Context: an optimization exercise on an open-source flow, tuned for small area. The choices shown serve that exercise and are no tape-out recipe. Only simulation tests tie the RTL to the original design; equivalence was not proved. Power and IR drop assume default switching activity.

==> flow/design.v (excerpt) <==
module acm_top #(
  parameter integer TICK_DIV = 562
) (
  input  wire        clk,
  input  wire        rst,
  input  wire [15:0] FMC_AD_i,
  output wire [15:0] FMC_AD_o,
  output wire        FMC_AD_oe,
  input  wire        FMC_NADV,
  input  wire        FMC_NOE,
  input  wire        FMC_NWE,
  input  wire        FMC_NE1,
  output wire        FMC_NWAIT,
  input  wire [15:0] magic_i,
  input  wire [15:0] fpga_id_i,
  input  wire [15:0] version_i,
  output wire [15:0] scratch_o
);
  reg [1:0] ne1_s, noe_s, nwe_s, nadv_s;
  reg [15:0] ad_s0, ad_in;
  always @(posedge clk) begin
    ne1_s  <= {ne1_s[0],  FMC_NE1};
    noe_s  <= {noe_s[0],  FMC_NOE};
    nwe_s  <= {nwe_s[0],  FMC_NWE};
    nadv_s <= {nadv_s[0], FMC_NADV};
    ad_s0  <= FMC_AD_i;
    ad_in  <= ad_s0;
  end
  wire ne1  = ne1_s[1];
  wire noe  = noe_s[1];
  wire nwe  = nwe_s[1];
  wire nadv = nadv_s[1];
  reg  [1:0]  st;         
  reg         wr;         
  reg         nwe_d;
  reg         rd_done;
  reg  [7:0]  addr;
  reg  [7:0]  adr;
  reg  [15:0] wdata;
  reg  [15:0] rd_data;
  wire idle  = (st == 2'd0);
  wire ph1   = st[0];
  wire ph2   = st[1];
  wire start_rd = idle & ~ne1 & ~noe & ~rd_done;
  wire start_wr = idle & ~ne1 & nwe & ~nwe_d & ~start_rd;
  wire start    = start_rd | start_wr;
  wire rd_ph1   = ph1 & ~wr;
  wire wr_ph1   = ph1 &  wr;
  wire rd_ph2   = ph2 & ~wr;
  ...
For scale: about 2600 cells after synthesis, roughly 0.036 mm^2 of cells after synthesis.
==> flow/config.mk <==
export PLATFORM = sky130hd
export DESIGN_NAME = acm_top
export DESIGN_NICKNAME = acm_top
export VERILOG_FILES = /design/flow/design.v
export SDC_FILE = /design/flow/constraint.sdc
export NUM_CORES = 4
export LEC_CHECK = 0
export CAP_MARGIN = 20
export CORE_MARGIN = 2
export CORE_UTILIZATION = 60
export CTS_BUF_LIST = sky130_fd_sc_hd__clkbuf_16
export CTS_CLUSTER_DIAMETER = 80
export CTS_CLUSTER_SIZE = 24
export SLEW_MARGIN = 20
==> flow/constraint.sdc <==
create_clock -name core_clock -period 16.0 [get_ports {clk}]
set_input_delay 3.2000 -clock core_clock [delete_from_list [all_inputs] [get_ports {clk}]]
set_output_delay 3.2000 -clock core_clock [all_outputs]
set_load 0.01 [all_outputs]
standard.sh (not shown) runs the stock make flow with config.mk's settings and CLKGATE_MAP_FILE= SYNTH_SCRIPT=/design/flow/synth_recipe.tcl, a recipe that flattens the netlist after the stock synthesis.
==> flow/flow/run.sh <==
#!/bin/bash
set -euo pipefail
bash standard.sh "BUFFER_PORTS_ARGS=-buffer_cell sky130_fd_sc_hd__buf_1" finish > standard_flow.log 2>&1
The first run finished clean.
Edit:
--- a/flow/design.v
+++ b/flow/design.v
@@ -153,68 +153,83 @@
   wire [2:0] vb      = cnt[2:0] - 3'd1;
   wire       d_first = (cnt == 10'd11);
   wire       d_last  = (cnt == 10'd18);
   wire pend_ad = addr[6] & addr[5];
   wire pend_vb = wr & sel_audio & a[5];
   wire fw_lo = (start_wr & pend_ad & (addr[4:2] == va) & (addr[1:0] == 2'd1)) |
                (pend_vb & (ph1 | ph2) & (a[4:2] == va) & (a[1:0] == 2'd1));
   wire fw_hi = pend_vb & (ph1 | ph2) & (a[4:2] == vb) & (a[1:0] == 2'd0);
   wire fw_ct = pend_vb & (ph1 | ph2) & (a[4:2] == vb) & (a[1:0] == 2'd2);
   wire [7:0] oh_a = 8'd1 << va;
   wire [7:0] oh_b = 8'd1 << vb;
   integer v, i;
+  reg  [1:0]  pq;
+  always @(posedge clk or posedge rst) begin
+    if (rst)       pq <= 2'd0;
+    else if (wrap) pq <= pq + 2'd1;
+  end
+  wire [3:0]  tsel = (4'd1 << pq) & {4{live}};
   reg  [15:0] ph_lo [0:7];
   reg  [15:0] ph_hi [0:7];
+  wire [15:0] lo_tap = (ph_lo[0] & {16{tsel[0]}}) | (ph_lo[6] & {16{tsel[1]}}) |
+                       (ph_lo[4] & {16{tsel[2]}}) | (ph_lo[2] & {16{tsel[3]}});
+  wire [15:0] hi_tap = (ph_hi[0] & {16{tsel[0]}}) | (ph_hi[6] & {16{tsel[1]}}) |
+                       (ph_hi[4] & {16{tsel[2]}}) | (ph_hi[2] & {16{tsel[3]}});
   reg  [15:0] a_freq;
   always @(*) begin
-    a_freq = wdata & {16{fw_lo}};
+    a_freq = wdata & {16{fw_lo & live}};
     for (v = 0; v < 8; v = v + 1)
-      a_freq = a_freq | (freq[v][15:0] & {16{oh_a[v] & ~fw_lo}});
+      a_freq = a_freq | (freq[v][15:0] & {16{oh_a[v] & ~fw_lo & live}});
   end
   wire [15:0] pn_lo;
   wire        cy_a;
-  rca #(16) u_phl (.a(ph_lo[0]), .b(a_freq), .ci(1'b0), .s(pn_lo), .co(cy_a));
-  reg         cy_b;
+  rca #(16) u_phl (.a(lo_tap), .b(a_freq), .ci(1'b0), .s(pn_lo), .co(cy_a));
+  reg         cy_b, p15_b;
+  wire [3:0]  wr_a = tsel & {4{run_a}} | {4{~live}};    
+  wire [3:0]  wr_b = tsel & {4{run_b}} | {4{~live}};
   always @(posedge clk) begin
-    cy_b <= cy_a;
-    if (run_a | ~live) begin
-      for (i = 0; i < 7; i = i + 1) ph_lo[i] <= ph_lo[i + 1];
-      ph_lo[7] <= pn_lo & {16{live}};
-    end
+    cy_b  <= cy_a;
+    p15_b <= pn_lo[15];
+    for (i = 0; i < 8; i = i + 1) ph_lo[i] <= ph_lo[(i + 1) % 8];
+    if (wr_a[0]) ph_lo[7] <= pn_lo;
+    if (wr_a[1]) ph_lo[5] <= pn_lo;
+    if (wr_a[2]) ph_lo[3] <= pn_lo;
+    if (wr_a[3]) ph_lo[1] <= pn_lo;
   end
   reg  [15:0] b_freq;
   reg  [1:0]  b_wave;
   reg         b_gate;
   reg  [7:0]  b_level;
   always @(*) begin
-    b_freq  = wdata & {16{fw_hi}};
+    b_freq  = wdata & {16{fw_hi & live}};
     b_wave  = wdata[2:1] & {2{fw_ct}};
     b_gate  = wdata[0] & fw_ct;
     b_level = wdata[15:8] & {8{fw_ct}};
     for (v = 0; v < 8; v = v + 1) begin
-      b_freq  = b_freq  | (freq[v][31:16] & {16{oh_b[v] & ~fw_hi}});
+      b_freq  = b_freq  | (freq[v][31:16] & {16{oh_b[v] & ~fw_hi & live}});
       b_wave  = b_wave  | (wave[v][1:0] & {2{oh_b[v] & ~fw_ct}});
       b_gate  = b_gate  | (gate[v] & oh_b[v] & ~fw_ct);
       b_level = b_level | (level[v] & {8{oh_b[v] & ~fw_ct}});
     end
   end
   wire [15:0] pn_hi;
-  rca #(16) u_phh (.a(ph_hi[0]), .b(b_freq), .ci(cy_b), .s(pn_hi), .co());
+  rca #(16) u_phh (.a(hi_tap), .b(b_freq), .ci(cy_b), .s(pn_hi), .co());
   always @(posedge clk) begin
-    if (run_b | ~live) begin
-      for (i = 0; i < 7; i = i + 1) ph_hi[i] <= ph_hi[i + 1];
-      ph_hi[7] <= pn_hi & {16{live}};
-    end
+    for (i = 0; i < 8; i = i + 1) ph_hi[i] <= ph_hi[(i + 1) % 8];
+    if (wr_b[0]) ph_hi[7] <= pn_hi;
+    if (wr_b[1]) ph_hi[5] <= pn_hi;
+    if (wr_b[2]) ph_hi[3] <= pn_hi;
+    if (wr_b[3]) ph_hi[1] <= pn_hi;
   end
-  wire [16:0] pb = {pn_hi, ph_lo[7][15]};    
+  wire [16:0] pb = {pn_hi, p15_b};           
   wire [10:0] sq;
   sine_q u_sine (.idx(pb[15:9]), .q(sq));
   reg  [15:0] w_b;
   always @(*) begin
     case (b_wave)
       2'd0: w_b = {1'b0, sq, 4'b0};
       2'd1: w_b = pb[16:1] ^ 16'h8000;
       2'd2: w_b = pb[16] ? 16'h7FFF : 16'h8000;
       default: w_b = (pb[15:0] ^ {16{pb[16]}}) ^ 16'h8000;
     endcase
   end
   reg [15:0] w_c;
The new run produced a clean layout.
Non-clock buffer count drops by 9.
Total power drops by 4.2%.
Routed wire length climbs by 4.1%.
Sequential power drops by about 4%.
Synthesized cell count climbs by 9.5%.
Global-route usage climbs by 2.6 points.
Setup slack is worse by 240 ps.
Clock power climbs by about 4%.
Die area drops by 2.1%.
Worst hold slack is worse by 7.1 ps.
Final cell count climbs by 5.4%.
Final area drops by 2.3%.

==> port drivers added, routing unchanged <==
In the flow no input, the clock included, has a driving cell. The finished layouts below were timed again as built, in two steps.
Step 1: set_driving_cell puts a clkbuf_16 on clk and a buf_2 on each other input, an assumption about the parent block.
Step 2 times the ports against the registers' clock, not the clock port: input delays grow and output delays shrink by t, the midpoint of the rising clock arrivals with the driver on.
a / b / c = ideal ports / drivers / drivers and shift; a / b = the first two.
run | shift t [ns] | setup slack, ns | worst setup path at the end | worst slew at a driven data input, ns
the first run | 0.672 | 2.467 / 2.467 / 2.467 | register to register | 0.07
the second run | 0.673 | 2.223 / 2.223 / 2.223 | register to register | 0.05
After both steps setup and hold are still met in every run listed.
